Source: an optimization exercise on an open RTL-to-GDS flow (aim: small area and a short achievable clock period). Production flows keep margins and buffers that such runs may drop. No functional check of the RTL was part of any run shown here. Power and IR drop assume default switching activity.

===== design/flow/flow/run.sh =====
#!/bin/bash
set -euo pipefail
W=$PWD
rm -rf "$W/scripts_amap"
cp -r "$FLOW_HOME/scripts" "$W/scripts_amap"
cp "$W/flow/abc_area.script" "$W/scripts_amap/abc_area.script"
bash "$W/standard.sh" "SCRIPTS_DIR=$W/scripts_amap" synth > "$W/synth.log" 2>&1
bash "$W/standard.sh" "BUFFER_PORTS_ARGS=-buffer_cell sky130_fd_sc_hd__buf_1" finish > "$W/layout.log" 2>&1

===== design/flow/flow/abc_area.script =====
strash
dch
map -D 3000
topo
stime -c

===== design/flow/standard.sh =====
#!/bin/bash
# synth_recipe.tcl (not shown) runs the flow's synth.tcl, then flattens the netlist and writes it again
# the make line also repeats each setting of config.mk as NAME=value (left out here)
make -C /OpenROAD-flow-scripts/flow DESIGN_CONFIG=/design/flow/config.mk WORK_HOME=/design/flow/orfs CLKGATE_MAP_FILE= SYNTH_SCRIPT=/design/flow/synth_recipe.tcl "${@:-finish}"

===== design/flow/config.mk =====
export PLATFORM = sky130hd
export DESIGN_NAME = alu16_reg
export DESIGN_NICKNAME = alu16_reg
export VERILOG_FILES = /design/flow/design.v
export SDC_FILE = /design/flow/constraint.sdc
export NUM_CORES = 4
export LEC_CHECK = 0
export ABC_AREA = 1
export CAP_MARGIN = 20
export CORE_MARGIN = 2
export CORE_UTILIZATION = 40
export CTS_BUF_LIST = sky130_fd_sc_hd__clkbuf_4 sky130_fd_sc_hd__clkbuf_8
export SETUP_SLACK_MARGIN = 2
export SLEW_MARGIN = 20

===== design/flow/constraint.sdc =====
create_clock -name core_clock -period 8.5 [get_ports {clk}]
set_input_delay 1.7000 -clock core_clock [delete_from_list [all_inputs] [get_ports {clk}]]
set_output_delay 1.7000 -clock core_clock [all_outputs]
set_load 0.01 [all_outputs]

===== design/flow/design.v =====
module alu16_reg (
    input             clk,
    input      [15:0] valA,
    input      [15:0] valB,
    input      [ 3:0] aluop,
    input             shift_Dir,
    input             rotator_Dir,
    input             sub,
    output reg [ 3:0] cc,
    output reg [15:0] result
);
    reg [15:0] a_q, b_q;
    reg [ 3:0] op_q;
    reg        sd_q, rd_q, sub_q;
    wire [ 3:0] cc_d;
    wire [15:0] result_d;
    always @(posedge clk) begin
        a_q   <= valA;
        b_q   <= valB;
        op_q  <= aluop;
        sd_q  <= shift_Dir;
        rd_q  <= rotator_Dir;
        sub_q <= sub;
        cc     <= cc_d;
        result <= result_d;
    end
    ALU16 u_alu (a_q, b_q, op_q, sd_q, rd_q, sub_q, cc_d, result_d);
endmodule

module ALU16 (valA, valB, aluop, shift_Dir, rotator_Dir, sub, cc, result);
	input  [15:0] valA;
	input  [15:0] valB;
	input  [ 3:0] aluop;
	input         shift_Dir;
	input         rotator_Dir;
	input         sub;
	output [ 3:0] cc;
	output [15:0] result;
	wire op_add = (aluop == 4'd0);
	wire op_ar  = (aluop[3:1] == 3'd0);           
	wire op_lsh = (aluop == 4'd2) | (aluop == 4'd4);
	wire op_ash = (aluop == 4'd3);
	wire op_rot = (aluop == 4'd5) | (aluop == 4'd6);
	wire op_sh  = op_lsh | op_ash | op_rot;
	wire op_mul = (aluop == 4'd7);
	wire op_and = (aluop == 4'd8);
	wire op_or  = (aluop == 4'd9);
	wire op_not = (aluop == 4'd10);
	wire op_xor = (aluop == 4'd11);
	wire        inv = op_ar & sub;
	wire [15:0] sb  = valB ^ {16{inv}};
	wire [15:0] ap  = valA ^ sb;
	wire [15:0] ag  = valA & sb;
	wire [15:0] sum = cp_s;
	wire        co  = cp_c[16];
	wire        vad = cp_c[16] ^ cp_c[15];
	wire [3:0]  s    = valB[3:0];
	wire        left = op_rot ? rotator_Dir : shift_Dir;
	wire [3:0]  r;
	assign r[0] = s[0];
	assign r[1] = s[1] ^ (~left & s[0]);
	assign r[2] = s[2] ^ (~left & (s[1] | s[0]));
	assign r[3] = s[3] ^ (~left & (s[2] | s[1] | s[0]));
	wire [15:0] r1 = r[0] ? {valA[14:0], valA[15]}  : valA;
	wire [15:0] r2 = r[1] ? {r1[13:0], r1[15:14]}   : r1;
	wire [15:0] r3 = r[2] ? {r2[11:0], r2[15:12]}   : r2;
	wire [15:0] rot = r[3] ? {r3[7:0], r3[15:8]}    : r3;
	wire [15:0] therm;
	genvar k;
	generate for (k = 0; k < 16; k = k + 1) begin : th
		assign therm[k] = (s <= k);
	end endgenerate
	wire [15:0] keep;
	generate for (k = 0; k < 16; k = k + 1) begin : kp
		assign keep[k] = op_rot | (left ? therm[k] : therm[15-k]);
	end endgenerate
	wire        fill = op_ash & ~left & valA[15];
	wire [15:0] shr  = (rot & keep) | ({16{fill}} & ~keep);
	wire        vsh  = ~shift_Dir & (s != 4'd0) & valA[15];
	wire [16:0] ax = {valA[15], valA};
	wire [17:0] yb = {valB[15], valB, 1'b0};
	wire [7:0] one, two, ng;
	genvar j;
	generate for (j = 0; j < 8; j = j + 1) begin : enc
		assign one[j] = op_mul & (yb[2*j+1] ^ yb[2*j]);
		assign two[j] = op_mul & ((yb[2*j+2] & ~yb[2*j+1] & ~yb[2*j]) | (~yb[2*j+2] & yb[2*j+1] & yb[2*j]));
		assign ng[j]  = op_mul & yb[2*j+2];
	end endgenerate
	wire [16:0] pp0;
	assign pp0[0] = (one[0] & ax[0]) ^ ng[0];
	generate for (j = 1; j < 17; j = j + 1) begin : ppg0
		assign pp0[j] = ((one[0] & ax[j]) | (two[0] & ax[j-1])) ^ ng[0];
	end endgenerate
	wire [14:0] pp1;
	assign pp1[0] = (one[1] & ax[0]) ^ ng[1];
	generate for (j = 1; j < 15; j = j + 1) begin : ppg1
		assign pp1[j] = ((one[1] & ax[j]) | (two[1] & ax[j-1])) ^ ng[1];
	end endgenerate
	wire [12:0] pp2;
	assign pp2[0] = (one[2] & ax[0]) ^ ng[2];
	generate for (j = 1; j < 13; j = j + 1) begin : ppg2
		assign pp2[j] = ((one[2] & ax[j]) | (two[2] & ax[j-1])) ^ ng[2];
	end endgenerate
	wire [10:0] pp3;
	assign pp3[0] = (one[3] & ax[0]) ^ ng[3];
	generate for (j = 1; j < 11; j = j + 1) begin : ppg3
		assign pp3[j] = ((one[3] & ax[j]) | (two[3] & ax[j-1])) ^ ng[3];
	end endgenerate
	wire [8:0] pp4;
	assign pp4[0] = (one[4] & ax[0]) ^ ng[4];
	generate for (j = 1; j < 9; j = j + 1) begin : ppg4
		assign pp4[j] = ((one[4] & ax[j]) | (two[4] & ax[j-1])) ^ ng[4];
	end endgenerate
	wire [6:0] pp5;
	assign pp5[0] = (one[5] & ax[0]) ^ ng[5];
	generate for (j = 1; j < 7; j = j + 1) begin : ppg5
		assign pp5[j] = ((one[5] & ax[j]) | (two[5] & ax[j-1])) ^ ng[5];
	end endgenerate
	wire [4:0] pp6;
	assign pp6[0] = (one[6] & ax[0]) ^ ng[6];
	generate for (j = 1; j < 5; j = j + 1) begin : ppg6
		assign pp6[j] = ((one[6] & ax[j]) | (two[6] & ax[j-1])) ^ ng[6];
	end endgenerate
	wire [2:0] pp7;
	assign pp7[0] = (one[7] & ax[0]) ^ ng[7];
	generate for (j = 1; j < 3; j = j + 1) begin : ppg7
		assign pp7[j] = ((one[7] & ax[j]) | (two[7] & ax[j-1])) ^ ng[7];
	end endgenerate
	wire s1, c2;
	assign {c2, s1} = pp0[10] + pp1[8];
	wire s3, c4;
	assign {c4, s3} = pp0[11] + pp1[9];
	wire s5, c6;
	assign {c6, s5} = pp0[12] + pp1[10] + pp2[8];
	wire s7, c8;
	assign {c8, s7} = pp3[6] + pp4[4];
	wire s9, c10;
	assign {c10, s9} = pp0[13] + pp1[11] + pp2[9];
	wire s11, c12;
	assign {c12, s11} = pp3[7] + pp4[5];
	wire s13, c14;
	assign {c14, s13} = pp0[14] + pp1[12] + pp2[10];
	wire s15, c16;
	assign {c16, s15} = pp3[8] + pp4[6] + pp5[4];
	wire s17, c18;
	assign {c18, s17} = pp6[2] + pp7[0];
	wire s19, c20;
	assign {c20, s19} = pp0[15] + pp1[13] + pp2[11];
	wire s21, c22;
	assign {c22, s21} = pp3[9] + pp4[7] + pp5[5];
	wire s23, c24;
	assign {c24, s23} = pp6[3] + pp7[1];
	wire s25, c26;
	assign {c26, s25} = pp0[6] + pp1[4];
	wire s27, c28;
	assign {c28, s27} = pp0[7] + pp1[5];
	wire s29, c30;
	assign {c30, s29} = pp0[8] + pp1[6] + pp2[4];
	wire s31, c32;
	assign {c32, s31} = pp3[2] + pp4[0];
	wire s33, c34;
	assign {c34, s33} = pp0[9] + pp1[7] + pp2[5];
	wire s35, c36;
	assign {c36, s35} = pp3[3] + pp4[1];
	wire s37, c38;
	assign {c38, s37} = s1 + pp2[6] + pp3[4];
	wire s39, c40;
	assign {c40, s39} = pp4[2] + pp5[0] + ng[5];
	wire s41, c42;
	assign {c42, s41} = s3 + pp2[7] + pp3[5];
	wire s43, c44;
	assign {c44, s43} = pp4[3] + pp5[1] + c2;
	wire s45, c46;
	assign {c46, s45} = s5 + s7 + pp5[2];
	wire s47, c48;
	assign {c48, s47} = pp6[0] + ng[6] + c4;
	wire s49, c50;
	assign {c50, s49} = s9 + s11 + pp5[3];
	wire s51, c52;
	assign {c52, s51} = pp6[1] + c6 + c8;
	wire s53, c54;
	assign {c54, s53} = s13 + s15 + s17;
	wire s55, c56;
	assign {c56, s55} = ng[7] + c10 + c12;
	wire s57, c58;
	assign {c58, s57} = s19 + s21 + s23;
	wire s59, c60;
	assign {c60, s59} = c14 + c16 + c18;
	wire s61, c62;
	assign {c62, s61} = pp0[4] + pp1[2];
	wire s63, c64;
	assign {c64, s63} = pp0[5] + pp1[3];
	wire s65, c66;
	assign {c66, s65} = s25 + pp2[2] + pp3[0];
	wire s67, c68;
	assign {c68, s67} = s27 + pp2[3] + pp3[1];
	wire s69, c70;
	assign {c70, s69} = s29 + s31 + ng[4];
	wire s71, c72;
	assign {c72, s71} = s33 + s35 + c30;
	wire s73, c74;
	assign {c74, s73} = s37 + s39 + c34;
	wire s75, c76;
	assign {c76, s75} = s41 + s43 + c38;
	wire s77, c78;
	assign {c78, s77} = s45 + s47 + c42;
	wire s79, c80;
	assign {c80, s79} = s49 + s51 + c46;
	wire s81, c82;
	assign {c82, s81} = s53 + s55 + c50;
	wire s83, c84;
	assign {c84, s83} = s57 + s59 + c54;
	wire s85, c86;
	assign {c86, s85} = pp0[2] + pp1[0];
	wire s87, c88;
	assign {c88, s87} = pp0[3] + pp1[1];
	wire s89, c90;
	assign {c90, s89} = s61 + pp2[0] + ng[2];
	wire s91, c92;
	assign {c92, s91} = s63 + pp2[1] + c62;
	wire s93, c94;
	assign {c94, s93} = s65 + ng[3] + c64;
	wire s95, c96;
	assign {c96, s95} = s67 + c26 + c66;
	wire s97, c98;
	assign {c98, s97} = s69 + c28 + c68;
	wire s99, c100;
	assign {c100, s99} = s71 + c32 + c70;
	wire s101, c102;
	assign {c102, s101} = s73 + c36 + c72;
	wire s103, c104;
	assign {c104, s103} = s75 + c40 + c74;
	wire s105, c106;
	assign {c106, s105} = s77 + c44 + c76;
	wire s107, c108;
	assign {c108, s107} = s79 + c48 + c78;
	wire s109, c110;
	assign {c110, s109} = s81 + c52 + c80;
	wire s111, c112;
	assign {c112, s111} = s83 + c56 + c82;
	wire [15:0] mx = {s111, s109, s107, s105, s103, s101, s99, s97, s95, s93, s91, s89, s87, s85, pp0[1], pp0[0]};
	wire [15:0] my = {c110, c108, c106, c104, c102, c100, c98, c96, c94, c92, c90, c88, c86, ng[1], 1'b0, ng[0]};
	wire [15:0] cx = mx | ({16{op_ar}} & valA);
	wire [15:0] cy = my | ({16{op_ar}} & sb);
	wire [15:0] cp_s;
	wire [16:0] cp_c;
	wire [15:0] cp_p = cx ^ cy;
	wire [15:0] cp_g = cx & cy;
	wire cp_g0 = cp_g[0] | (cp_p[0] & (op_ar & sub));
	wire cp_G1 = cp_g[1] | (cp_p[1] & cp_g0);
	wire cp_G2 = cp_g[3] | (cp_p[3] & cp_g[2]);
	wire cp_P2 = cp_p[3] & cp_p[2];
	wire cp_G3 = cp_g[5] | (cp_p[5] & cp_g[4]);
	wire cp_P3 = cp_p[5] & cp_p[4];
	wire cp_G4 = cp_g[7] | (cp_p[7] & cp_g[6]);
	wire cp_P4 = cp_p[7] & cp_p[6];
	wire cp_G5 = cp_g[9] | (cp_p[9] & cp_g[8]);
	wire cp_P5 = cp_p[9] & cp_p[8];
	wire cp_G6 = cp_g[11] | (cp_p[11] & cp_g[10]);
	wire cp_P6 = cp_p[11] & cp_p[10];
	wire cp_G7 = cp_g[13] | (cp_p[13] & cp_g[12]);
	wire cp_P7 = cp_p[13] & cp_p[12];
	wire cp_G8 = cp_g[15] | (cp_p[15] & cp_g[14]);
	wire cp_P8 = cp_p[15] & cp_p[14];
	wire cp_G9 = cp_g[2] | (cp_p[2] & cp_G1);
	wire cp_G10 = cp_G2 | (cp_P2 & cp_G1);
	wire cp_G11 = cp_g[6] | (cp_p[6] & cp_G3);
	wire cp_P11 = cp_p[6] & cp_P3;
	wire cp_G12 = cp_G4 | (cp_P4 & cp_G3);
	wire cp_P12 = cp_P4 & cp_P3;
	wire cp_G13 = cp_g[10] | (cp_p[10] & cp_G5);
	wire cp_P13 = cp_p[10] & cp_P5;
	wire cp_G14 = cp_G6 | (cp_P6 & cp_G5);
	wire cp_P14 = cp_P6 & cp_P5;
	wire cp_G15 = cp_g[14] | (cp_p[14] & cp_G7);
	wire cp_P15 = cp_p[14] & cp_P7;
	wire cp_G16 = cp_G8 | (cp_P8 & cp_G7);
	wire cp_P16 = cp_P8 & cp_P7;
	wire cp_G17 = cp_g[4] | (cp_p[4] & cp_G10);
	wire cp_G18 = cp_G3 | (cp_P3 & cp_G10);
	wire cp_G19 = cp_G11 | (cp_P11 & cp_G10);
	wire cp_G20 = cp_G12 | (cp_P12 & cp_G10);
	wire cp_G21 = cp_g[12] | (cp_p[12] & cp_G14);
	wire cp_P21 = cp_p[12] & cp_P14;
	wire cp_G22 = cp_G7 | (cp_P7 & cp_G14);
	wire cp_P22 = cp_P7 & cp_P14;
	wire cp_G23 = cp_G15 | (cp_P15 & cp_G14);
	wire cp_P23 = cp_P15 & cp_P14;
	wire cp_G24 = cp_G16 | (cp_P16 & cp_G14);
	wire cp_P24 = cp_P16 & cp_P14;
	wire cp_G25 = cp_g[8] | (cp_p[8] & cp_G20);
	wire cp_G26 = cp_G5 | (cp_P5 & cp_G20);
	wire cp_G27 = cp_G13 | (cp_P13 & cp_G20);
	wire cp_G28 = cp_G14 | (cp_P14 & cp_G20);
	wire cp_G29 = cp_G21 | (cp_P21 & cp_G20);
	wire cp_G30 = cp_G22 | (cp_P22 & cp_G20);
	wire cp_G31 = cp_G23 | (cp_P23 & cp_G20);
	wire cp_G32 = cp_G24 | (cp_P24 & cp_G20);
	assign cp_c[0] = (op_ar & sub);
	assign cp_c[1] = cp_g0;
	assign cp_c[2] = cp_G1;
	assign cp_c[3] = cp_G9;
	assign cp_c[4] = cp_G10;
	assign cp_c[5] = cp_G17;
	assign cp_c[6] = cp_G18;
	assign cp_c[7] = cp_G19;
	assign cp_c[8] = cp_G20;
	assign cp_c[9] = cp_G25;
	assign cp_c[10] = cp_G26;
	assign cp_c[11] = cp_G27;
	assign cp_c[12] = cp_G28;
	assign cp_c[13] = cp_G29;
	assign cp_c[14] = cp_G30;
	assign cp_c[15] = cp_G31;
	assign cp_c[16] = cp_G32;
	assign cp_s = cp_p ^ cp_c[15:0];
	wire [15:0] cp_s_mul = cp_s;
	wire p16 = (((((((pp0[16] ^ pp1[14]) ^ (pp2[12] ^ pp3[10])) ^ ((pp4[8] ^ pp5[6]) ^ (pp6[4] ^ pp7[2]))) ^ ((c20 ^ c22) ^ c24)) ^ (c58 ^ c60)) ^ c84) ^ c112) ^ cp_c[16];
	wire [16:0] prod = {p16, cp_s};
	wire [3:0] tt = {op_and | op_or, op_or | op_xor | op_not, op_or | op_xor, op_not};
	wire [15:0] lgo;
	generate for (k = 0; k < 16; k = k + 1) begin : lu
		assign lgo[k] = valA[k] ? (valB[k] ? tt[3] : tt[2]) : (valB[k] ? tt[1] : tt[0]);
	end endgenerate
	wire [15:0] res =
		({16{op_ar | op_mul}} & cp_s) |
		({16{op_sh}}  & shr) |
		lgo;
	assign result = res;
	wire N = res[15];
	wire Z = ~|res;
	wire C = (op_add & co) | (op_mul & prod[16]);
	wire V = (op_add & vad) | (op_lsh & vsh);
	assign cc = {N, Z, C, V};
endmodule

==> notes.md, run 1 <==
CP Class: flip-flop to flip-flop
# Max-Cap Violations: 0
Syn nets: 1044
DRT Pass-1 Iters: 6
CTS Hold Bufs: 0
Status: finished clean
Finished Core Util: 46.75%
Cell Int Power: 558.9 uW
DRT iter0 DRCs: 735
Power Density: 128.2 mW/mm^2
Layout Nets: 1130
Port Buffers: 59
Inserted Diodes: 0
Via density: 5.805
Top_reg_cell synth: dfxtp_1
Pins over their slew limit: 0
Layout cell share with drive strength beyond 1: 5.594%
Worst Hold Class: flip-flop to flip-flop
Synth Cell Area: 0.006606 mm^2
CTS max path bufs: 2
Most area-hungry cell type in the Yosys netlist: dfxtp_1
DP Worst Slack: 1.717 ns
Register share of total power: 32.9%
First-pass GRT wire length: 38.25 mm
Grt total ovfl: 0
CTS buffer count: 9
Cell count after synthesis: 928
Crit-path max FO: 11
Pleak: 2.798 nW
Tightest Pin Transition: 0.9819 ns
Num Clock Sinks: 58
Net load switching power: 399.9 uW
EDFF count, synth: 0
Core Area: 0.01600 mm^2
All-Layer GR Usage: 28.21%
Element type at the critical path end: flip-flop
Post-DRT Antenna Nets: 0
Gate power share: 38.2%
VDD IR max: 90.62 uV
Synth cell types: 31
Initial Utilization: 41.29%
Area contributors post-synth: dfxtp_1, fa_1, o21ai_0
Standard-cell row count: 46
Final Cycle Share: 71.02%
Die height: 132.5 um
Setup TNS: 0 ns
H-tree lvl count: 3
Clock latency (worst-skew pair): 0.39 ns
HPWL Detailed: 18.22 mm
Switching share of power: 41.71%
Fin worst setup slack: 2.463 ns
Avg Cell Area, Syn: 7.119 um^2
Pin count of the biggest net entering global routing: 39
Startpoint Class: flip-flop
Yosys top cell area share: 17.58%
Root Buffer: clkbuf_8
Final RePlAce weighted congestion: 0.9356
Unrepaired setup endpoints after global routing: no
Post-synthesis sequential area ratio: 17.58%
Asr flop ratio synth: 0%
DRC: 0
Die area: 0.01756 mm^2
Die X: 132.5 um
Fmax: 165.6 MHz
Worst EP required: 8.82 ns
Reg clk slew, reported paths: 0.09 ns
Finish-stage setup viols: 0
Clk pwr share: 28.9%
Post-route minimum period: 6.037 ns
I/O pin cnt: 60
Via count: 7169
CTS tree: yes
Vias in the first global route: 6768
Routed wire per std cell: 19.74 um
Yosys warnings: 1
Layout area overhead: 13.22%
Register bit count reported by yosys: 58
Endpoints failing hold: 0
Setup Skew: 0.02464 ns
Slew margin rel.: 34.30%
WP data arrival: 6.36 ns
Drt total wl: 24.38 mm
Initial antenna violation count: 0
-- Yosys cell counts (7+ instances only) --
cell type  number
o21bai_1        8
fa_1           44
o22ai_1        62
a21oi_1        88
nor2_1         84
ha_1           32
nor3_1          7
xnor2_1        23
clkinv_1      124
nand2_1       119
a22oi_1        18
dfxtp_1        58
o21ai_0       127
nand3_1        23
xor2_1         68
o211ai_1        7
-- repair_timing --
action                                  CTS  global route
pin swaps                                 0             0
gates cloned                              0             0
buffers inserted                          0             3
endpoints found under the setup margin    4             4
gates resized for setup                   3            18
-- power groups by stage --
stage | Combinational, mW | Clock, mW | Sequential, mW
3_3_place_gp | 0.355 | 0 | 0.321
4_1_cts | 0.357 | 0.285 | 0.315
2_1_floorplan | 0.237 | 0 | 0.323
3_5_place_dp | 0.353 | 0 | 0.320
5_1_grt | 0.410 | 0.296 | 0.318
6_report | 0.366 | 0.277 | 0.315
-- worst paths after layout --
check        depth (start not counted)  startpoint  slack [ns]         end
max                                 24      b_q[3]        2.46       cc[2]
min                                  4     a_q[14]        0.69  result[14]
max reg2reg                         24      b_q[3]        2.46       cc[2]
min reg2reg                          4     a_q[14]        0.69  result[14]
-- flip-flops by register name (all words and copies together) (netlist names) --
| signal | cells |
|---|---|
| rd_q | 1 |
| result | 15 |
| b_q | 16 |
| a_q | 16 |
| op_q | 4 |
| sub_q | 1 |
| sd_q | 1 |
| cc | 4 |
-- cells in the final DEF (no fill, tap or decap), types with 2 or more instances in the layout --
master,instances
a211oi_1,2
a21oi_1,88
a221oi_1,4
a22oi_1,18
a31o_2,3
a31oi_1,5
buf_1,59
buf_4,17
clkbuf_4,2
clkbuf_8,9
clkinv_1,117
clkinv_2,2
clkinvlp_4,7
dfxtp_1,57
fa_1,44
ha_1,32
nand2_1,117
nand3_1,20
nand3_2,3
nor2_1,80
nor2_2,3
nor3_1,6
nor4_1,3
o2111ai_1,2
o211ai_1,7
o21ai_0,126
o21bai_1,8
o221ai_1,5
o22ai_1,62
o31ai_1,4
or2_2,2
xnor2_1,23
xor2_1,68
-- routing by layer --
| layer | up-vias | track usage [%] | part of all wire [%] |
|---|---|---|---|
| met4 | 0 | 11.83 | 3.6 |
| li1 | 3401 | - | - |
| met5 | - | 0 | 0 |
| met2 | 375 | 45.08 | 46 |
| met3 | 62 | 5.211 | 8.3 |
| met1 | 3331 | 37.48 | 42 |
-- per-stage QoR --
stage / cells / power [mW] / hold WS [ns] / instance area [um^2]
floorplan: 928 / 0.5598 / 0.5019 / 6606
global placement: 1216 / 0.6759 / 0.6472 / 7196
detailed placement: 1216 / 0.6737 / 0.6463 / 7196
CTS: 1232 / 0.9571 / 0.6677 / 7396
global route: 1235 / 1.023 / 0.7394 / 7480
finish: 1235 / 0.9588 / 0.6851 / 7480
-- cell type report --
class / instances / area, um^2
clock buffers: 11 / 138.9
fillers: 1726 / 8521
repair buffers: 76 / 349.1
clock inverters: 5 / 55.05
multi-input cells: 745 / 5017
well taps: 216 / 270.3
flip-flops and latches: 58 / 1162
inverters: 124 / 486.7
-- worst max-delay path, cell delays in order (launching register included) --
cell        delay, ns
dfxtp_1          0.61
clkinvlp_4       0.38
nor2_1           0.17
buf_4            0.24
clkinv_1         0.31
xor2_1           0.28
fa_1             0.48
fa_1             0.55
clkinv_1         0.08
fa_1             0.47
o21bai_1         0.17
ha_1             0.34
a21oi_1          0.25
clkinv_1         0.13
nand2_1          0.07
a21oi_1          0.06
nor2_1           0.09
clkinv_1         0.06
nor2_1           0.25
clkinv_1         0.16
nand3_1          0.11
nand2_1          0.10
o21ai_0          0.17
o211ai_1         0.20
nor3b_1          0.23
-- cell families (layout without fill, tap and decap cells) --
kind of cell	after synthesis	in the layout	share of synthesized area, %
compound gates	337	337	29.17
xor+xnor	91	91	12.06
fa+ha+maj	76	76	19.39
buf+inv	125	216	7.159
flops	58	58	17.58
mux	1	1	0.1515
simple gates	240	240	14.49
==> run 2, diff against run 1 <==
==> design/flow/flow/abc_area.script (replaced) <==
strash
dch
amap
topo
stime -c
==> notes.md, run 2 <==
Status: finished clean
Slew margin rel.: 40.93% (+6.6 points)
Via count: 7310 (+2.0%)
Asr flop ratio synth: 0% (unchanged)
Yosys top cell area share: 18.31% (+0.74 points)
Cell count after synthesis: 853 (-8.1%)
CTS buffer count: 9 (unchanged)
Pins over their slew limit: 0 (unchanged)
Standard-cell row count: 46 (unchanged)
DRC: 0 (unchanged)
Avg Cell Area, Syn: 7.434 um^2 (+4.4%)
Syn nets: 969 (-7.2%)
DRT iter0 DRCs: 887 (+21%)
DRT Pass-1 Iters: 7 (+1)
Unrepaired setup endpoints after global routing: no
Die height: 129.9 um (-2.0%)
Synth cell types: 39 (+26%)
WP data arrival: 6.37 ns (about the same)
Port Buffers: 59 (unchanged)
Drt total wl: 23.81 mm (-2.3%)
Die X: 129.9 um (-2.0%)
Setup TNS: 0 ns (unchanged)
Layout Nets: 1066 (-5.7%)
CP Class: flip-flop to flip-flop
H-tree lvl count: 3 (unchanged)
Synth Cell Area: 0.006341 mm^2 (-4.0%)
Pin count of the biggest net entering global routing: 33 (-15%)
First-pass GRT wire length: 36.14 mm (-5.5%)
Power Density: 131.6 mW/mm^2 (+2.7%)
Clock latency (worst-skew pair): 0.40 ns (about the same)
Routed wire per std cell: 20.33 um (+3.0%)
Crit-path max FO: 17 (+6)
Endpoints failing hold: 0 (unchanged)
CTS Hold Bufs: 0 (unchanged)
Initial antenna violation count: 0 (unchanged)
Finish-stage setup viols: 0 (unchanged)
Layout cell share with drive strength beyond 1: 8.176% (+2.6 points)
Hold slack: 0.4837 ns (-0.2014 ns)
Post-DRT Antenna Nets: 0 (unchanged)
# Max-Cap Violations: 0 (unchanged)
Tightest Pin Transition: 0.8860 ns (-0.09588 ns)
Core Area: 0.01571 mm^2 (-1.8%)
Final Non-Filler Cells: 1171 (-5.2%)
Root Buffer: clkbuf_8
Setup Skew: 0.02814 ns (+0.003503 ns)
Element type at the critical path end: flip-flop
Most numerous cell in the Yosys netlist: nor2_1
Worst Hold Class: flip-flop to flip-flop
I/O pin cnt: 60 (unchanged)
CTS tree: yes
EDFF count, synth: 0 (unchanged)
Fmax: 164.6 MHz (-0.66%)
Placed insts: 1143 (-6.0%)
Die area: 0.01688 mm^2 (-3.9%)
Commonest non-fill, non-tap cell in the layout: nor2_1
Worst EP required: 8.80 ns (-0.02 ns)
Num Clock Sinks: 58 (unchanged)
VDD IR max: 110.2 uV (+22%)
Post-route minimum period: 6.077 ns (+0.03986 ns)
Initial Utilization: 40.36% (-0.93 points)
Vias in the first global route: 6565 (-3.0%)
Via density: 6.243 (+7.5%)
Final Cycle Share: 71.49% (+0.47 points)
CTS max path bufs: 2 (unchanged)
Synth cell count leaders: nor2_1, o22ai_1, clkinv_1
Final RePlAce weighted congestion: 0.9832 (+5.1%)
Post-synthesis sequential area ratio: 18.31% (+0.74 points)
Pleak: 2.546 nW (-9.0%)
HPWL Detailed: 16.86 mm (-7.5%)
Most frequent cells in the layout: nor2_1, o22ai_1, clkinv_1, a21oi_1, buf_1
Startpoint Class: flip-flop
Yosys warnings: 1 (unchanged)
All-Layer GR Usage: 28.38% (+0.17 points)
Reg clk slew, reported paths: 0.06 ns (-0.03 ns)
Area contributors post-synth: dfxtp_1, fa_1, o22ai_1
Largest registers: a_q x16, b_q x16, result x15
Most area-hungry cell type in the Yosys netlist: dfxtp_1
Register bit count reported by yosys: 58 (unchanged)
Grt total ovfl: 0 (unchanged)
Top_reg_cell synth: dfxtp_1
Layout area overhead: 16.77%
[run 2: cell count changes after synthesis, sizes merged, moves of 21 or more]
cell	delta
nor2	+61
o22ai	+65
o21ai	-68
clkinv	-30
xor2	-63
xnor2	-21
nand2	-72
[run 2: final cells by class]
type | count | area, um^2
repair buffers | 86 | 425.4
inverters | 94 | 376.6
diodes | 1 | 2.502
flip-flops and latches | 58 | 1170
fillers | 1617 | 8308
clock buffers | 13 | 172.7
well taps | 216 | 270.3
multi-input cells | 701 | 4952
clock inverters | 2 | 35.03
[run 2: cells by family (layout without fill, tap and decap cells)]
family	count (synthesis)	after routing	synth area share, %
AOI/OAI and AO/OA	378	378	39.21
and+or+nand+nor	239	240	15.63
buffers and inverters	95	195	5.683
adders and majority gates	76	76	20.21
DFF	58	58	18.31
xor gates and xnor gates	7	7	0.9669
other	0	1	0
[run 2: worst max-delay path, cell delays in order, from the launching register on]
cell      delay, ns
dfxtp_1        0.30
clkinv_1       0.05
nand2_1        0.12
nor3_4         0.24
buf_6          0.18
inv_8          0.08
or3_4          0.49
o22ai_2        0.21
nor2_1         0.08
a21oi_2        0.14
fa_1           0.44
fa_1           0.56
clkinv_1       0.08
fa_1           0.48
o21bai_1       0.17
ha_1           0.35
a21o_1         0.22
a21oi_1        0.16
nor2_1         0.08
a311oi_4       0.41
nor3_2         0.10
nor3_2         0.26
clkinv_1       0.12
nor2_1         0.10
o31ai_1        0.09
nor4_1         0.27
nand2_1        0.08
nor3_1         0.13
[run 2: worst paths after layout]
check                from    end  slack [ns]  cells past startpoint
setup reg to reg  op_q[3]  cc[2]        2.42                     27
hold reg to reg      sd_q  cc[0]        0.48                      1
setup / recovery  op_q[3]  cc[2]        2.42                     27
hold / removal       sd_q  cc[0]        0.48                      1
[run 2: what timing repair did]
action,4_1_cts,5_1_grt
resized for setup,13,33
gates cloned,0,2
endpoints found under the setup margin,7,6
buffers inserted,0,10
pin swaps,0,6
[run 2: stage by stage]
stage	area, um^2	total power [mW]	worst slack, ns	util [%]
2_1_floorplan	6350	0.5594	2.150	-
3_3_place_gp	6954	0.6709	1.365	44.26
3_5_place_dp	6954	0.6684	1.301	44.26
4_1_cts	7201	0.9594	2.019	45.83
5_1_grt	7402	1.030	2.000	47.11
6_report	7405	0.9747	2.423	47.13
[run 2: power by group]
group          internal, mW  switching (mW)  leakage [nW]
combinational         0.136           0.237          1.95
sequential            0.296          0.0186         0.488
clock                 0.161           0.127         0.109
[run 2: layer usage]
layer / track usage, % / part of all wire [%] / wire length [um]
met1: 39.15 / 43 / 10300
met5: 0 / 0 / 0
met2: 41.88 / 43 / 10270
met3: 6.109 / 9.7 / 2303
met4: 14.36 / 3.9 / 931
==> run 3, diff against run 2 <==
--- a/design/flow/config.mk
+++ b/design/flow/config.mk
@@ -12,3 +12,3 @@
 export CTS_BUF_LIST = sky130_fd_sc_hd__clkbuf_4 sky130_fd_sc_hd__clkbuf_8
-export SETUP_SLACK_MARGIN = 2
+export SETUP_SLACK_MARGIN = 2.6
 export SLEW_MARGIN = 20
==> notes.md, run 3 <==
Reg clk slew, reported paths: 0.07 ns (about the same)
Crit-path max cell delay: 0.55 ns (about the same)
Commonest non-fill, non-tap cell in the layout: nor2_1
Pin count of the biggest net entering global routing: 28 (-15%)
Area contributors post-synth: dfxtp_1, fa_1, o22ai_1
Register bit count reported by yosys: 58 (unchanged)
CTS buffer count: 9 (unchanged)
Avg Cell Area, Syn: 7.434 um^2 (unchanged)
Port Buffers: 59 (unchanged)
Tightest Pin Transition: 0.9143 ns (+0.02829 ns)
HPWL Detailed: 17.52 mm (+4.0%)
Synth Area in Adders: 20.21% (unchanged)
Standard-cell row count: 46 (unchanged)
Largest family of logic cells by synthesized area: compound AO/OA/AOI/OAI gates
Crit-path max FO: 7 (-10)
Worst Reg2Reg Path Length in Cells: 25 (-7.4%)
Startpoint Class: flip-flop
Post-Synth Simple-Gate Area: 15.63% (unchanged)
Final Cycle Share: 68.42% (-3.1 points)
Hold path cells: 1 (unchanged)
Most area-hungry cell type in the Yosys netlist: dfxtp_1
Post-synthesis sequential area ratio: 18.31% (unchanged)
Post-Layout Inst Area: 0.008220 mm^2 (+11%)
Grt total ovfl: 0 (unchanged)
Initial antenna violation count: 0 (unchanged)
Top_reg_cell synth: dfxtp_1
Element type at the critical path end: flip-flop
Syn nets: 969 (unchanged)
CP Class: flip-flop to flip-flop
Num Clock Sinks: 58 (unchanged)
Compound-cell area share of the yosys netlist: 39.21% (unchanged)
Switching share of power: 39.48% (+0.25 points)
CTS max path bufs: 2 (unchanged)
WP data arrival: 6.11 ns (-0.26 ns)
Clock latency (worst-skew pair): 0.37 ns (-0.03 ns)
Slew margin rel.: 38.67% (-2.3 points)
First-pass GRT wire length: 38.56 mm (+6.7%)
Crit path max-delay cell type: a222oi_1
Critical path launch point: op_q[3]
Most numerous cell in the Yosys netlist: nor2_1
Die height: 129.9 um (unchanged)
Instance count on the critical path: 25 (-7.4%)
Fmax: 171.9 MHz (+4.5%)
FF-to-FF Start: op_q[3]
Hold_sp: sd_q
DRT iter0 DRCs: 1026 (+16%)
Register share of total power: 30.0% (-2.3 points)
Core Area: 0.01571 mm^2 (unchanged)
EDFF count, synth: 0 (unchanged)
Cell count after synthesis: 853 (unchanged)
Die area: 0.01688 mm^2 (unchanged)
Placed cell areas: 0.006955 mm^2 (about the same)
Endpoints failing hold: 0 (unchanged)
Finished Core Util: 52.32% (+5.2 points)
Pins over their slew limit: 0 (unchanged)
# Max-Cap Violations: 0 (unchanged)
Synth cell types: 39 (unchanged)
Inserted Diodes: 0 (-1)
Root Buffer: clkbuf_8
Yosys top cell area share: 18.31% (unchanged)
Die X: 129.9 um (unchanged)
I/O pin cnt: 60 (unchanged)
All-Layer GR Usage: 29.77% (+1.4 points)
Unrepaired setup endpoints after global routing: yes
DRC: 0 (unchanged)
Setup TNS: 0 ns (unchanged)
Clk pwr share: 29.3% (-0.2 points)
Synth cell count leaders: nor2_1, o22ai_1, clkinv_1
Power Density: 127.5 mW/mm^2 (-3.1%)
Fill cells: 1526 (-5.6%)
Post-synthesis mux area share: 0% (unchanged)
Pleak: 2.855 nW (+12%)
DRT Pass-1 Iters: 6 (-1)
Status: finished clean
Via density: 6.249 (+0.11%)
Worst EP required: 8.79 ns (about the same)
CTS tree: yes
Via count: 7549 (+3.3%)
Finish-stage setup viols: 0 (unchanged)
H-tree lvl count: 3 (unchanged)
Worst Hold Class: flip-flop to flip-flop
Final Non-Filler Cells: 1208 (+3.2%)
Most frequent cells in the layout: nor2_1, o22ai_1, clkinv_1, buf_1, buf_4
Vias in the first global route: 6875 (+4.7%)
Final RePlAce weighted congestion: 0.9706 (-1.3%)
Layout cell share with drive strength beyond 1: 20.16% (+12 points)
Net load switching power: 413.8 uW (+8.2%)
Gate power share: 40.7% (+2.4 points)
Placed insts: 1139 (-0.35%)
VDD IR max: 136.0 uV (+23%)
Asr flop ratio synth: 0% (unchanged)
Post-route minimum period: 5.816 ns (-0.2613 ns)
XOR/XNOR share of the synthesized area: 0.9669% (unchanged)
Cell Int Power: 634.3 uW (+7.1%)
Routed wire per std cell: 20.95 um (+3.0%)
Setup Skew: 0.008004 ns (-0.02014 ns)
Drt total wl: 25.31 mm (+6.3%)
Initial Utilization: 40.36% (unchanged)
Yosys warnings: 1 (unchanged)
Layout area overhead: 29.64%
CP Buf/Inv Count: 4 (-1)
Largest registers: a_q x16, b_q x16, result x15
Post-DRT Antenna Nets: 0 (unchanged)
Cell family with the largest share of critical-path delay: adder cells
Synth Cell Area: 0.006341 mm^2 (unchanged)
Layout Nets: 1104 (+3.6%)
## run 3: cell counts after synthesis
No cell type changed its count.
## run 3: kinds of logic (layout without fill, tap and decap cells)
logic type / Yosys count / after routing
xor gates and xnor gates: 7 / 7
adders and majority gates: 76 / 76
buffers and inverters: 95 / 231
and+or+nand+nor: 239 / 242
AOI/OAI and AO/OA: 378 / 378
DFF: 58 / 58
## run 3: worst register-to-register path: cells and delay by family (launching register included)
family | cells | cell delay [ns]
xor+xnor | 1 | 0.16
fa+ha+maj | 5 | 1.91
compound gates | 6 | 1.23
flops | 1 | 0.32
buf+inv | 4 | 0.40
simple gates | 9 | 1.71
## run 3: repair_timing
| action | in CTS | in global routing |
|---|---|---|
| pin swaps | 28 | 40 |
| buffers inserted | 22 | 27 |
| setup endpoints to repair | 12 | 6 |
| gates resized for setup | 86 | 73 |
| gates cloned | 3 | 2 |
| hold buffers | 0 | 0 |
## run 3: final cells by class
| type | count | area, um^2 | area share [%] |
|---|---|---|---|
| clock buffer | 11 | 151.4 | 1.842 |
| tap | 216 | 270.3 | 3.288 |
| inverter | 94 | 402.9 | 4.901 |
| timing repair buffer | 120 | 703.2 | 8.554 |
| multi-input combinational | 703 | 5424 | 65.98 |
| sequential | 58 | 1184 | 14.40 |
| clock inverter | 4 | 75.07 | 0.9132 |
| timing repair inverter | 2 | 10.01 | 0.1218 |
## run 3: power groups by stage
stage	logic [mW]	registers, mW	clock network [mW]
2_1_floorplan	0.238	0.323	0
3_3_place_gp	0.354	0.320	0
3_5_place_dp	0.352	0.320	0
4_1_cts	0.380	0.314	0.313
5_1_grt	0.462	0.317	0.325
6_report	0.427	0.315	0.307
## run 3: final timing paths
kind / to / slack [ns]
worst max-delay path: cc[2] / 2.68
worst min-delay path: cc[0] / 0.54
worst max register to register: cc[2] / 2.68
worst min register to register: cc[0] / 0.54
## run 3: through the flow
| stage | power (mW) | worst slack (ns) | hold slack (ns) |
|---|---|---|---|
| after global placement | 0.6733 | 1.429 | 0.5417 |
| after CTS | 1.007 | 2.601 | 0.5645 |
| final | 1.048 | 2.684 | 0.5408 |
| after detailed placement | 0.6718 | 1.183 | 0.5479 |
| after global routing | 1.103 | 2.468 | 0.5642 |
| after floorplan | 0.5605 | 2.640 | 0.4425 |
## run 3: metal layers
layer	vias up	wire length, um	GRT usage (%)
li1	3539	-	-
met1	3442	10440	40.98
met2	472	11250	45.55
met3	96	2475	5.371
met4	0	1141	13.54
met5	-	0	0
==> run 4, diff against run 3 <==
==> design/flow/flow/abc_area.script (replaced) <==
strash
dch
amap
topo
stime -c
buffer -c
upsize -c
dnsize -c
--- a/design/flow/config.mk
+++ b/design/flow/config.mk
@@ -11,4 +11,4 @@
 export CORE_UTILIZATION = 40
-export CTS_BUF_LIST = sky130_fd_sc_hd__clkbuf_4 sky130_fd_sc_hd__clkbuf_8
-export SETUP_SLACK_MARGIN = 2.6
+export CTS_BUF_LIST = sky130_fd_sc_hd__clkbuf_2 sky130_fd_sc_hd__clkbuf_4
+export SETUP_SLACK_MARGIN = 2
 export SLEW_MARGIN = 20
==> notes.md, run 4 <==
Unrepaired setup endpoints after global routing: no
Hold endpoint: cc[0]
Routing usage on met3: 4.598% (-0.77 points)
Layout Nets: 1058 (-4.2%)
Drt total wl: 23.88 mm (-5.6%)
Gr busiest metal: met2
WP data arrival: 6.55 ns (+0.44 ns)
Synth cell count leaders: nor2_1, o22ai_1, inv_1
Finish-stage setup viols: 0 (unchanged)
Die X: 132.8 um (+2.3%)
Die height: 132.8 um (+2.3%)
Area contributors post-synth: dfxtp_1, fa_1, o22ai_1
Crit-path max FO: 13 (+6)
Clk pwr share: 25.1% (-4.2 points)
# Max-Cap Violations: 0 (unchanged)
CP Class: flip-flop to flip-flop
Cell Int Power: 549.9 uW (-13%)
Cell count after synthesis: 916 (+7.4%)
Fill cells: 1681 (+10%)
RR Endpoint: cc[2]
I/O pin cnt: 60 (unchanged)
Avg Cell Area, Syn: 7.249 um^2 (-2.5%)
DRT Pass-1 Iters: 9 (+3)
Layout area overhead: 10.27%
Most area-hungry cell type in the Yosys netlist: dfxtp_1
Via count: 7276 (-3.6%)
Net load switching power: 364.7 uW (-12%)
Hold path cells: 1 (unchanged)
Initial Utilization: 40.47% (+0.11 points)
Met2 usage: 40.47% (-5.1 points)
VDD IR max: 95.95 uV (-29%)
Vias in the first global route: 6524 (-5.1%)
DP Worst Slack: 1.468 ns (+0.2851 ns)
Grt total ovfl: 0 (unchanged)
Post-route minimum period: 6.179 ns (+0.3637 ns)
Commonest non-fill, non-tap cell in the layout: nor2_1
Most frequent cells in the layout: nor2_1, o22ai_1, inv_1, a21oi_1, buf_1
Pleak: 2.730 nW (-4.4%)
Largest registers: a_q x16, b_q x16, result x15
Register share of total power: 34.6% (+4.6 points)
Routed wire per std cell: 20.45 um (-2.4%)
Die area: 0.01765 mm^2 (+4.6%)
Power Density: 124.9 mW/mm^2 (-2.0%)
Endpoints failing hold: 0 (unchanged)
Worst EP required: 8.87 ns (+0.08 ns)
Yosys top cell area share: 17.49% (-0.82 points)
FF-to-FF Start: op_q[3]
Standard-cell row count: 47 (+2.2%)
Startpoint Class: flip-flop
Fin worst setup slack: 2.321 ns (-0.3637 ns)
Slew margin rel.: 30.62% (-8.1 points)
Worst Hold Class: flip-flop to flip-flop
CTS tree: yes
Element type at the critical path end: flip-flop
Clock latency (worst-skew pair): 0.45 ns (+0.08 ns)
Tightest Pin Transition: 1.037 ns (+0.1226 ns)
Post-DRT Antenna Nets: 0 (unchanged)
Worst Reg2Reg Path Length in Cells: 26 (+4.0%)
Register area: 0.001171 mm^2 (-1.1%)
Num Clock Sinks: 58 (unchanged)
Yosys warnings: 1 (unchanged)
Register bit count reported by yosys: 58 (unchanged)
H-tree lvl count: 3 (unchanged)
Top_reg_cell synth: dfxtp_1
DRC: 0 (unchanged)
Hold slack: 0.5328 ns (-0.007954 ns)
HPWL Detailed: 17.19 mm (-1.9%)
Layout cell share with drive strength beyond 1: 9.398% (-11 points)
Switching share of power: 39.88% (+0.40 points)
CTS max path bufs: 2 (unchanged)
DRT iter0 DRCs: 835 (-19%)
Post-Layout Inst Area: 0.007322 mm^2 (-11%)
Synth cell types: 53 (+36%)
Pwr Total: 914.7 uW (-13%)
Setup TNS: 0 ns (unchanged)
Hold_sp: sd_q
Most numerous cell in the Yosys netlist: nor2_1
Asr flop ratio synth: 0% (unchanged)
Status: finished clean
Port Buffers: 59 (unchanged)
Root Buffer: clkbuf_4
Setup Skew: 0.01399 ns (+0.005982 ns)
CTS buffer count: 9 (unchanged)
Reg2Reg Setup Slack: 2.32 ns (-0.36 ns)
EDFF count, synth: 0 (unchanged)
Gate power share: 40.3% (-0.4 points)
Synth Cell Area: 0.006640 mm^2 (+4.7%)
Placed cell areas: 0.007003 mm^2 (+0.68%)
Area occupied by multi-input gates: 0.004981 mm^2 (-8.2%)
Post-synthesis sequential area ratio: 17.49% (-0.82 points)
Reg clk slew, reported paths: 0.11 ns (+0.04 ns)
Met1 GRT Util: 37.46% (-3.5 points)
Core Area: 0.01641 mm^2 (+4.4%)
Syn nets: 1032 (+6.5%)
Final RePlAce weighted congestion: 0.9932 (+2.3%)
Pins over their slew limit: 0 (unchanged)
Fmax: 161.8 MHz (-5.9%)
Pin count of the biggest net entering global routing: 33 (+18%)
Via density: 6.229 (-0.32%)
Final Cycle Share: 72.70% (+4.3 points)
First-pass GRT wire length: 36.79 mm (-4.6%)
All-Layer GR Usage: 26.80% (-3.0 points)
Initial antenna violation count: 2 (+2)
## run 4: metrics by stage
stage | util (%) | instances
6_report | 44.63 | 1168
5_1_grt | 44.63 | 1168
4_1_cts | 43.83 | 1161
3_5_place_dp | 42.68 | 1145
3_3_place_gp | 42.68 | 1145
2_1_floorplan | - | 916
## run 4: worst max-delay path: stages (launching register included)
cell and delay [ns]:
dfxtp_1 0.32, inv_1 0.06, nand2_1 0.15, nor3_4 0.21
inv_2 0.16, or3_4 0.53, o22ai_2 0.22, nor2_1 0.10
a21oi_2 0.16, fa_1 0.44, fa_1 0.55, inv_1 0.06
fa_1 0.46, o21bai_1 0.16, ha_1 0.35, a21o_1 0.22
a21oi_1 0.14, nor2_1 0.08, a311oi_4 0.40, nor3_1 0.13
nor3_2 0.21, inv_1 0.08, nor2_1 0.09, o31ai_1 0.11
nor4_2 0.46, nand2_1 0.11, nor3_2 0.11
## run 4: power by group through the flow
stage          sequential, mW  combinational (mW)  clock, mW
4_1_cts                 0.316               0.354      0.236
3_5_place_dp            0.322               0.349          0
2_1_floorplan           0.320               0.250          0
6_report                0.317               0.369      0.229
5_1_grt                 0.319               0.403      0.246
3_3_place_gp            0.322               0.349          0
## run 4: timing repair
action,4_1_cts,5_1_grt
gates cloned,0,2
setup endpoints to repair,4,4
pin swaps,0,3
hold buffers,0,0
buffers inserted,0,3
resized for setup,8,25
## run 4: how the worst max path moves through the flow
stage            start     to  depth (start not counted)
3_5_place_dp   op_q[0]  cc[2]                         26
2_1_floorplan  op_q[1]  cc[2]                         27
4_1_cts        op_q[0]  cc[2]                         26
6_report       op_q[3]  cc[2]                         26
3_3_place_gp   op_q[0]  cc[2]                         26
5_1_grt        op_q[3]  cc[2]                         26
## run 4: kinds of logic after synthesis
kind of cell / share of synthesized area, %
adder cells (fa/ha/maj): 19.30
AND/OR/NAND/NOR: 15.19
XOR/XNOR: 0.9233
flip-flops: 17.49
AO/OA/AOI/OAI: 38.04
buffers and inverters: 9.064
## run 4: routing by layer
| metal | share of wire (%) | wire [um] | vias to the layer above |
|---|---|---|---|
| li1 | - | - | 3423 |
| met1 | 42 | 10150 | 3364 |
| met2 | 43 | 10350 | 417 |
| met3 | 10 | 2407 | 72 |
| met4 | 4.1 | 976 | 0 |
| met5 | 0 | 0 | - |
## run 4: final cells by class
type                       count  share of cell area [%]
tap                          220                   3.759
timing repair inverter         2                  0.1367
sequential                    58                   15.99
timing repair buffer          77                   4.921
antenna                        1                 0.03418
multi-input combinational    700                   68.03
inverter                      94                   4.990
clock buffer                  10                   1.025
clock inverter                 6                   1.111
==> run 5, diff against run 4 <==
--- a/design/flow/design.v
+++ b/design/flow/design.v
@@ -79,3 +79,3 @@
 	wire        vsh  = ~shift_Dir & (s != 4'd0) & valA[15];
-	wire [16:0] ax = {valA[15], valA};
+	wire [16:0] ax = {valA[15], valA} & {17{op_mul}};
 	wire [17:0] yb = {valB[15], valB, 1'b0};
@@ -84,4 +84,4 @@
 	generate for (j = 0; j < 8; j = j + 1) begin : enc
-		assign one[j] = op_mul & (yb[2*j+1] ^ yb[2*j]);
-		assign two[j] = op_mul & ((yb[2*j+2] & ~yb[2*j+1] & ~yb[2*j]) | (~yb[2*j+2] & yb[2*j+1] & yb[2*j]));
+		assign one[j] = yb[2*j+1] ^ yb[2*j];
+		assign two[j] = (yb[2*j+2] & ~yb[2*j+1] & ~yb[2*j]) | (~yb[2*j+2] & yb[2*j+1] & yb[2*j]);
 		assign ng[j]  = op_mul & yb[2*j+2];
--- a/design/flow/config.mk
+++ b/design/flow/config.mk
@@ -11,3 +11,3 @@
 export CORE_UTILIZATION = 40
-export CTS_BUF_LIST = sky130_fd_sc_hd__clkbuf_2 sky130_fd_sc_hd__clkbuf_4
+export CTS_BUF_LIST = sky130_fd_sc_hd__clkbuf_4 sky130_fd_sc_hd__clkbuf_8
 export SETUP_SLACK_MARGIN = 2
==> notes.md, run 5 <==
Tightest Pin Transition: 1.036 ns (-0.0008649 ns)
HPWL Detailed: 17.86 mm (+3.9%)
# Max-Cap Violations: 0 (unchanged)
Synth cell types: 55 (+3.8%)
Crit-path max cell delay: 0.60 ns (+0.05 ns)
Syn nets: 1033 (+0.097%)
Layout cell share with drive strength beyond 1: 10.17% (+0.77 points)
Root Buffer: clkbuf_8
Layout area overhead: 12.41%
Most area-hungry cell type in the Yosys netlist: dfxtp_1
Finish-stage setup viols: 0 (unchanged)
Die area: 0.01774 mm^2 (+0.51%)
Reg2Reg Setup Slack: 2.23 ns (-0.09 ns)
Yosys warnings: 1 (unchanged)
EDFF count, synth: 0 (unchanged)
Setup TNS: 0 ns (unchanged)
CP Buf/Inv Count: 4 (unchanged)
Top_reg_cell synth: dfxtp_1
Post-DRT Antenna Nets: 0 (unchanged)
Unrepaired setup endpoints after global routing: no
Cell family with the largest share of critical-path delay: adder cells
Post-synthesis sequential area ratio: 17.39% (-0.092 points)
CTS max path bufs: 2 (unchanged)
Pin count of the biggest net entering global routing: 32 (-3.0%)
Initial antenna violation count: 0 (-2)
DRT Pass-1 Iters: 7 (-2)
Die X: 133.2 um (+0.26%)
Synth cell count leaders: nor2_1, o22ai_1, inv_1
CTS buffer count: 9 (unchanged)
Worst EP required: 8.83 ns (-0.04 ns)
Final Cycle Share: 73.78% (+1.1 points)
Initial Utilization: 40.54% (+0.068 points)
RR Endpoint: cc[2]
DRC: 0 (unchanged)
Clock latency (worst-skew pair): 0.39 ns (-0.06 ns)
Status: finished clean
Hold_sp: sd_q
Most numerous cell in the Yosys netlist: nor2_1
Element type at the critical path end: flip-flop
WP data arrival: 6.60 ns (+0.05 ns)
Hold endpoint: cc[0]
Yosys top cell area share: 17.39% (-0.092 points)
Die height: 133.2 um (+0.26%)
Area contributors post-synth: dfxtp_1, fa_1, o22ai_1
First-pass GRT wire length: 37.54 mm (+2.0%)
Register bit count reported by yosys: 58 (unchanged)
Via count: 7326 (+0.69%)
Grt total ovfl: 0 (unchanged)
Inserted Diodes: 0 (-1)
Layout Nets: 1075 (+1.6%)
Pwr Total: 991.6 uW (+8.4%)
Largest registers: a_q x16, b_q x16, result x15
DRT iter0 DRCs: 870 (+4.2%)
Most frequent cells in the layout: o22ai_1, nor2_1, inv_1, nand2_1
Port Buffers: 59 (unchanged)
H-tree lvl count: 3 (unchanged)
Worst Reg2Reg Path Length in Cells: 23 (-12%)
I/O pin cnt: 60 (unchanged)
Synth Cell Area: 0.006675 mm^2 (+0.53%)
Power Density: 132.2 mW/mm^2 (+5.8%)
Routed wire per std cell: 20.61 um (+0.80%)
Vias in the first global route: 6574 (+0.77%)
Critical-path cell list: buf_4 -> clkinvlp_4 -> ha_1 -> clkinvlp_4 -> o22ai_1 -> nor2_1 -> a21oi_1 -> ha_1 -> inv_1 -> fa_1 -> fa_1 -> o21ai_0 -> ha_1 -> and2_1 -> o21a_1 -> nor2_1 -> nor2_1 -> o21a_1 -> nor2_1 -> a21oi_1 -> a221o_1 -> nor4_1 -> and4_1
Commonest non-fill, non-tap cell in the layout: o22ai_1
CTS tree: yes
Pleak: 2.818 nW (+3.2%)
Slew margin rel.: 30.86% (+0.24 points)
Cell count after synthesis: 917 (+0.11%)
Fill cells: 1727 (+2.7%)
Crit path max-delay cell type: nor4_1
Avg Cell Area, Syn: 7.279 um^2 (+0.42%)
VDD IR max: 98.88 uV (+3.1%)
FF-to-FF Start: b_q[1]
Setup Skew: 0.01519 ns (+0.001202 ns)
Num Clock Sinks: 58 (unchanged)
Pins over their slew limit: 0 (unchanged)
Asr flop ratio synth: 0% (unchanged)
Endpoints failing hold: 0 (unchanged)
Reg clk slew, reported paths: 0.07 ns (-0.04 ns)
Drt total wl: 24.40 mm (+2.2%)
Startpoint Class: flip-flop
Hold path cells: 1 (unchanged)
Fmax: 159.5 MHz (-1.5%)
Post-route minimum period: 6.271 ns (+0.09159 ns)
Crit-path max FO: 19 (+6)
Final RePlAce weighted congestion: 1.007 (+1.3%)
CP Class: flip-flop to flip-flop
Worst Hold Class: flip-flop to flip-flop
Via density: 6.188 (-0.67%)
Core Area: 0.01647 mm^2 (+0.36%)
All-Layer GR Usage: 27.24% (+0.44 points)
Standard-cell row count: 47 (unchanged)
Most common cell on crit path: nor2_1
run 5: cell count changes in the layout (fill, tap and decap cells not counted), sizes merged, moves of 5 or more:
cell      before  now
a31oi          1    7
buf           77   94
nor3          18   26
clkinv        15    4
a221o          1    9
a21oi         72   63
nor2         145  122
or3            8    2
nand2         47   72
a221oi        15   10
clkinvlp       4   11
o22ai        127  120
o21ai         59   68
run 5: what timing repair did:
action	in CTS	in global routing
gates cloned	2	1
hold buffers	0	0
resized for setup	10	16
endpoints found under the hold margin	0	0
endpoints found under the setup margin	7	5
setup buffers	4	17
pin swaps	1	1
run 5: routing by layer:
layer	global-route usage, %	share of wire (%)	vias up
li1	-	-	3473
met4	8.924	2.9	0
met1	39.29	45	3369
met3	6.393	10	54
met5	0	0	-
met2	40.13	42	430
run 5: final cells by class:
class                      instances  area (um^2)  area share, %
clock inverter                     6        90.09          1.201
clock buffer                      10        131.4          1.751
tap                              220        275.3          3.668
timing repair inverter             3        17.52         0.2334
inverter                          89        365.4          4.869
timing repair buffer              94        484.2          6.453
sequential                        58         1164          15.51
multi-input combinational        704         4976          66.32
run 5: cell families after synthesis:
group | after synthesis | share of synthesized area [%]
AO/OA/AOI/OAI | 383 | 38.86
XOR/XNOR | 5 | 0.6560
adder cells (fa/ha/maj) | 76 | 19.19
buffers and inverters | 155 | 9.016
flip-flops | 58 | 17.39
AND/OR/NAND/NOR | 240 | 14.88
run 5: worst max-delay path by stage:
stage	start	end	slack, ns	depth (start not counted)
after detailed placement	op_q[1]	cc[2]	1.29	25
after global routing	op_q[0]	cc[2]	1.98	26
final	b_q[1]	cc[2]	2.23	23
after CTS	op_q[1]	cc[2]	2.01	25
after floorplan	op_q[1]	cc[2]	2.73	26
after global placement	op_q[1]	cc[2]	1.57	24
run 5: power by group:
group          switching (mW)  internal (mW)
registers              0.0222          0.296
logic                   0.239          0.138
clock network           0.128          0.169
run 5: per-stage QoR:
step / util, % / hold WS, ns / setup WS (ns) / std cells / cell area, um^2
after floorplan: - / 0.4390 / 2.732 / 917 / 6675
after global placement: 42.61 / 0.4728 / 1.571 / 1144 / 7017
after detailed placement: 42.61 / 0.4677 / 1.292 / 1144 / 7017
after CTS: 44.43 / 0.4862 / 2.008 / 1166 / 7316
after global routing: 45.57 / 0.5242 / 1.976 / 1184 / 7503
final: 45.57 / 0.4803 / 2.229 / 1184 / 7503
==> run 6, diff against run 5 <==
--- a/design/flow/design.v
+++ b/design/flow/design.v
@@ -79,3 +79,3 @@
 	wire        vsh  = ~shift_Dir & (s != 4'd0) & valA[15];
-	wire [16:0] ax = {valA[15], valA} & {17{op_mul}};
+	wire [16:0] ax = {valA[15], valA};
 	wire [17:0] yb = {valB[15], valB, 1'b0};
@@ -84,4 +84,4 @@
 	generate for (j = 0; j < 8; j = j + 1) begin : enc
-		assign one[j] = yb[2*j+1] ^ yb[2*j];
-		assign two[j] = (yb[2*j+2] & ~yb[2*j+1] & ~yb[2*j]) | (~yb[2*j+2] & yb[2*j+1] & yb[2*j]);
+		assign one[j] = op_mul & (yb[2*j+1] ^ yb[2*j]);
+		assign two[j] = op_mul & ((yb[2*j+2] & ~yb[2*j+1] & ~yb[2*j]) | (~yb[2*j+2] & yb[2*j+1] & yb[2*j]));
 		assign ng[j]  = op_mul & yb[2*j+2];
@@ -324,4 +324,6 @@
 	end endgenerate
-	wire [15:0] res =
-		({16{op_ar | op_mul}} & cp_s) |
+	wire [15:0] res_o;
+	wire        op_cp = op_ar | op_mul;
+	wire [15:0] res = res_o | ({16{op_cp}} & cp_s);
+	assign res_o =
 		({16{op_sh}}  & shr) |
@@ -330,3 +332,5 @@
 	wire N = res[15];
-	wire Z = ~|res;
+	wire [15:0] zk = {cp_p[14:0] | cp_g[14:0], op_ar & sub};
+	wire        zcp = ~|(cp_p ^ zk);
+	wire Z = ~|res_o & (~op_cp | zcp);
 	wire C = (op_add & co) | (op_mul & prod[16]);
==> design/flow/flow/abc_area.script (replaced) <==
strash
dch
amap
topo
stime -c
==> notes.md, run 6 <==
Pins over their slew limit: 0 (unchanged)
FF-to-FF Start: op_q[1]
Core Area: 0.01664 mm^2 (+1.1%)
CTS max path bufs: 2 (unchanged)
Tightest Pin Transition: 1.137 ns (+0.1006 ns)
Syn nets: 1074 (+4.0%)
Clk pwr share: 27.4% (-2.6 points)
Top_reg_cell synth: dfxtp_1
H-tree lvl count: 3 (unchanged)
Setup TNS: 0 ns (unchanged)
Commonest non-fill, non-tap cell in the layout: nor2_1
Cell family with the largest share of critical-path delay: adder cells
Vias in the first global route: 7112 (+8.2%)
Synth Cell Area: 0.006852 mm^2 (+2.6%)
Setup Skew: 0.02898 ns (+0.01379 ns)
Synth cell count leaders: nor2_1, clkinv_1, o22ai_1
Area occupied by multi-input gates: 0.005346 mm^2 (+7.4%)
Register share of total power: 30.1% (-1.9 points)
Num Clock Sinks: 58 (unchanged)
Via density: 6.251 (+1.0%)
Post-route minimum period: 6.074 ns (-0.1973 ns)
RR Endpoint: cc[0]
Final RePlAce weighted congestion: 0.9672 (-3.9%)
Routed wire per std cell: 20.59 um (about the same)
Hold_sp: a_q[15]
Worst Hold Class: flip-flop to flip-flop
Drt total wl: 26.19 mm (+7.3%)
Fill cells: 1694 (-1.9%)
Crit path max-delay cell type: fa_1
Initial Utilization: 41.17% (+0.63 points)
# Max-Cap Violations: 0 (unchanged)
Startpoint Class: flip-flop
Worst Reg2Reg Path Length in Cells: 21 (-8.7%)
Post-DRT Antenna Nets: 0 (unchanged)
Power Density: 131.6 mW/mm^2 (-0.45%)
Die area: 0.01819 mm^2 (+2.6%)
I/O pin cnt: 60 (unchanged)
CTS buffer count: 9 (unchanged)
All-Layer GR Usage: 28.77% (+1.5 points)
Slew margin rel.: 23.26% (-7.6 points)
Layout cell share with drive strength beyond 1: 8.365% (-1.8 points)
Clock latency (worst-skew pair): 0.39 ns (about the same)
Most area-hungry cell type in the Yosys netlist: dfxtp_1
Die height: 134.9 um (+1.3%)
Crit-path max FO: 14 (-5)
Fmax: 164.6 MHz (+3.2%)
DRT Pass-1 Iters: 5 (-2)
Switching share of power: 41.70% (+2.5 points)
Final Cycle Share: 71.46% (-2.3 points)
DRT iter0 DRCs: 1063 (+22%)
CP Class: flip-flop to flip-flop
Register area: 0.001167 mm^2 (+0.32%)
Post-synthesis sequential area ratio: 16.95% (-0.45 points)
Reg clk slew, reported paths: 0.07 ns (about the same)
Element type at the critical path end: flip-flop
EDFF count, synth: 0 (unchanged)
Yosys warnings: 1 (unchanged)
Reg2Reg Setup Slack: 2.43 ns (+0.20 ns)
First-pass GRT wire length: 39.72 mm (+5.8%)
Endpoints failing hold: 0 (unchanged)
Finished Core Util: 48.01% (+2.4 points)
Root Buffer: clkbuf_8
Inserted Diodes: 0 (unchanged)
Register bit count reported by yosys: 58 (unchanged)
Grt total ovfl: 0 (unchanged)
Yosys top cell area share: 16.95% (-0.45 points)
Asr flop ratio synth: 0% (unchanged)
Worst EP required: 8.75 ns (-0.08 ns)
Avg Cell Area, Syn: 7.273 um^2 (about the same)
Die X: 134.9 um (+1.3%)
Standard-cell row count: 47 (unchanged)
DRC: 0 (unchanged)
VDD IR max: 99.33 uV (+0.46%)
Pleak: 2.777 nW (-1.5%)
Largest registers: a_q x16, b_q x16, result x15
HPWL Detailed: 19.49 mm (+9.1%)
Pin count of the biggest net entering global routing: 29 (-9.4%)
Initial antenna violation count: 0 (unchanged)
Net load switching power: 438.3 uW (+13%)
Layout area overhead: 16.62%
Most numerous cell in the Yosys netlist: nor2_1
Hold endpoint: cc[0]
Gate power share: 42.6% (+4.6 points)
Via count: 7951 (+8.5%)
WP data arrival: 6.33 ns (-0.27 ns)
Unrepaired setup endpoints after global routing: no
Status: finished clean
CTS Hold Bufs: 0 (unchanged)
Cell count after synthesis: 942 (+2.7%)
Port Buffers: 59 (unchanged)
Crit-path max cell delay: 0.57 ns (-0.03 ns)
CP Buf/Inv Count: 4 (unchanged)
Layout Nets: 1179 (+9.7%)
Synth cell types: 39 (-29%)
Cell Int Power: 612.8 uW (+1.7%)
Most frequent cells in the layout: nor2_1, clkinv_1, o22ai_1, a21oi_1, o21ai_0
CTS tree: yes
Hold slack: 0.6398 ns (+0.1594 ns)
Finish-stage setup viols: 0 (unchanged)
Area contributors post-synth: dfxtp_1, fa_1, o22ai_1
Most common cell on crit path: fa_1
Hold path cells: 2 (+1)
Critical-path cell list: nand2_1 -> nor2_1 -> buf_6 -> clkinv_1 -> buf_4 -> or3_1 -> o22ai_1 -> nor2_1 -> a21oi_1 -> fa_1 -> fa_1 -> fa_1 -> fa_1 -> o21ai_0 -> ha_1 -> a221oi_1 -> nor2_2 -> a21oi_2 -> clkinv_1 -> o211ai_1 -> o31ai_1
run 6: power by group through the flow:
stage / combinational (mW) / sequential (mW) / clock (mW)
3_3_place_gp: 0.423 / 0.320 / 0
4_1_cts: 0.426 / 0.315 / 0.292
5_1_grt: 0.491 / 0.318 / 0.302
2_1_floorplan: 0.286 / 0.323 / 0
3_5_place_dp: 0.421 / 0.321 / 0
6_report: 0.447 / 0.316 / 0.288
run 6: final cells by class:
class | instances | share of cell area [%]
clock buffers | 12 | 1.989
clock inverters | 4 | 0.6264
inverters | 123 | 6.060
multi-input cells | 760 | 66.91
flip-flops and latches | 58 | 14.61
well taps | 220 | 3.445
repair buffers | 94 | 6.264
repair inverters | 1 | 0.09396
run 6: worst max-delay path by stage:
stage	start	endpoint	slack (ns)	cells past startpoint
final	op_q[1]	cc[0]	2.43	21
after global routing	b_q[2]	cc[0]	1.99	27
after CTS	b_q[1]	cc[0]	2.02	24
after detailed placement	b_q[1]	cc[0]	1.55	24
after global placement	b_q[1]	cc[0]	1.66	27
after floorplan	op_q[1]	cc[0]	2.04	26
run 6: per-stage QoR:
stage / setup slack [ns] / cells / total power [mW] / area, um^2
CTS: 2.024 / 1253 / 1.033 / 7704
global placement: 1.656 / 1237 / 0.7432 / 7476
detailed placement: 1.547 / 1237 / 0.7420 / 7476
global route: 1.992 / 1272 / 1.111 / 7990
floorplan: 2.042 / 942 / 0.6089 / 6854
finish: 2.426 / 1272 / 1.051 / 7990
run 6: logic make-up (layout without fill, tap and decap cells):
group | after synthesis | after routing | share of synthesized area, %
and+or+nand+nor | 265 | 265 | 15.89
buffers and inverters | 124 | 234 | 6.848
AOI/OAI and AO/OA | 396 | 396 | 37.80
xor gates and xnor gates | 7 | 7 | 0.8948
DFF | 58 | 58 | 16.95
adders and majority gates | 92 | 92 | 21.62
run 6: routing by layer:
metal / routed length, um / up-vias / part of all wire (%) / global-route usage [%]
li1: - / 3745 / - / -
met1: 10800 / 3634 / 41 / 38.68
met2: 11430 / 460 / 44 / 44.05
met3: 2516 / 112 / 9.6 / 4.992
met4: 1445 / 0 / 5.5 / 15.32
met5: 0 / - / 0 / 0
run 6: tightest hold or removal path, cell delays in order (launching register included):
cell and delay [ns]:
dfxtp_1 0.35, clkinv_1 0.15, o31ai_1 0.10
run 6: what timing repair did:
action,in CTS,in global routing
buffers inserted,0,18
endpoints found under the setup margin,4,5
cloned,0,1
pin swaps,0,3
gates resized for setup,8,37

static timing again, ports no longer ideal:
No port has a modelled driver above. Below, the same layouts with a new extraction and two added sets of constraints.
Step 1 (the two cells are an assumption about what drives the block):
set clk [get_ports {clk}]
set_driving_cell -lib_cell sky130_fd_sc_hd__clkbuf_16 $clk
set_driving_cell -lib_cell sky130_fd_sc_hd__buf_2 [delete_from_list [all_inputs] $clk]
Step 2 adds t to the input delays and takes it off the output delays; t is the mean of the earliest and latest rising clock arrival at the registers after step 1. Input paths then give back, and output paths get back, about the clock's delay inside the block.
Three values: ideal ports, drivers, drivers and shift; two values: the first two.
| run | t, ns | slack for setup (ns) | hold slack, ns | clock arrival spread, ns | pins driven straight from the clock port |
|---|---|---|---|---|---|
| run 1 | 0.419 | 2.463 / 2.463 / 2.463 | 0.685 / 0.685 / 0.685 | 0.025 / 0.024 | 1 |
| run 2 | 0.419 | 2.423 / 2.423 / 2.423 | 0.484 / 0.484 / 0.484 | 0.028 / 0.028 | 1 |
| run 3 | 0.397 | 2.684 / 2.684 / 2.684 | 0.541 / 0.541 / 0.541 | 0.008 / 0.008 | 1 |
| run 4 | 0.477 | 2.321 / 2.321 / 2.321 | 0.533 / 0.533 / 0.533 | 0.016 / 0.015 | 1 |
| run 5 | 0.415 | 2.229 / 2.229 / 2.229 | 0.480 / 0.480 / 0.480 | 0.017 / 0.018 | 1 |
| run 6 | 0.421 | 2.426 / 2.426 / 2.426 | 0.640 / 0.640 / 0.640 | 0.029 / 0.029 | 1 |
After both steps every run listed still meets setup and hold.
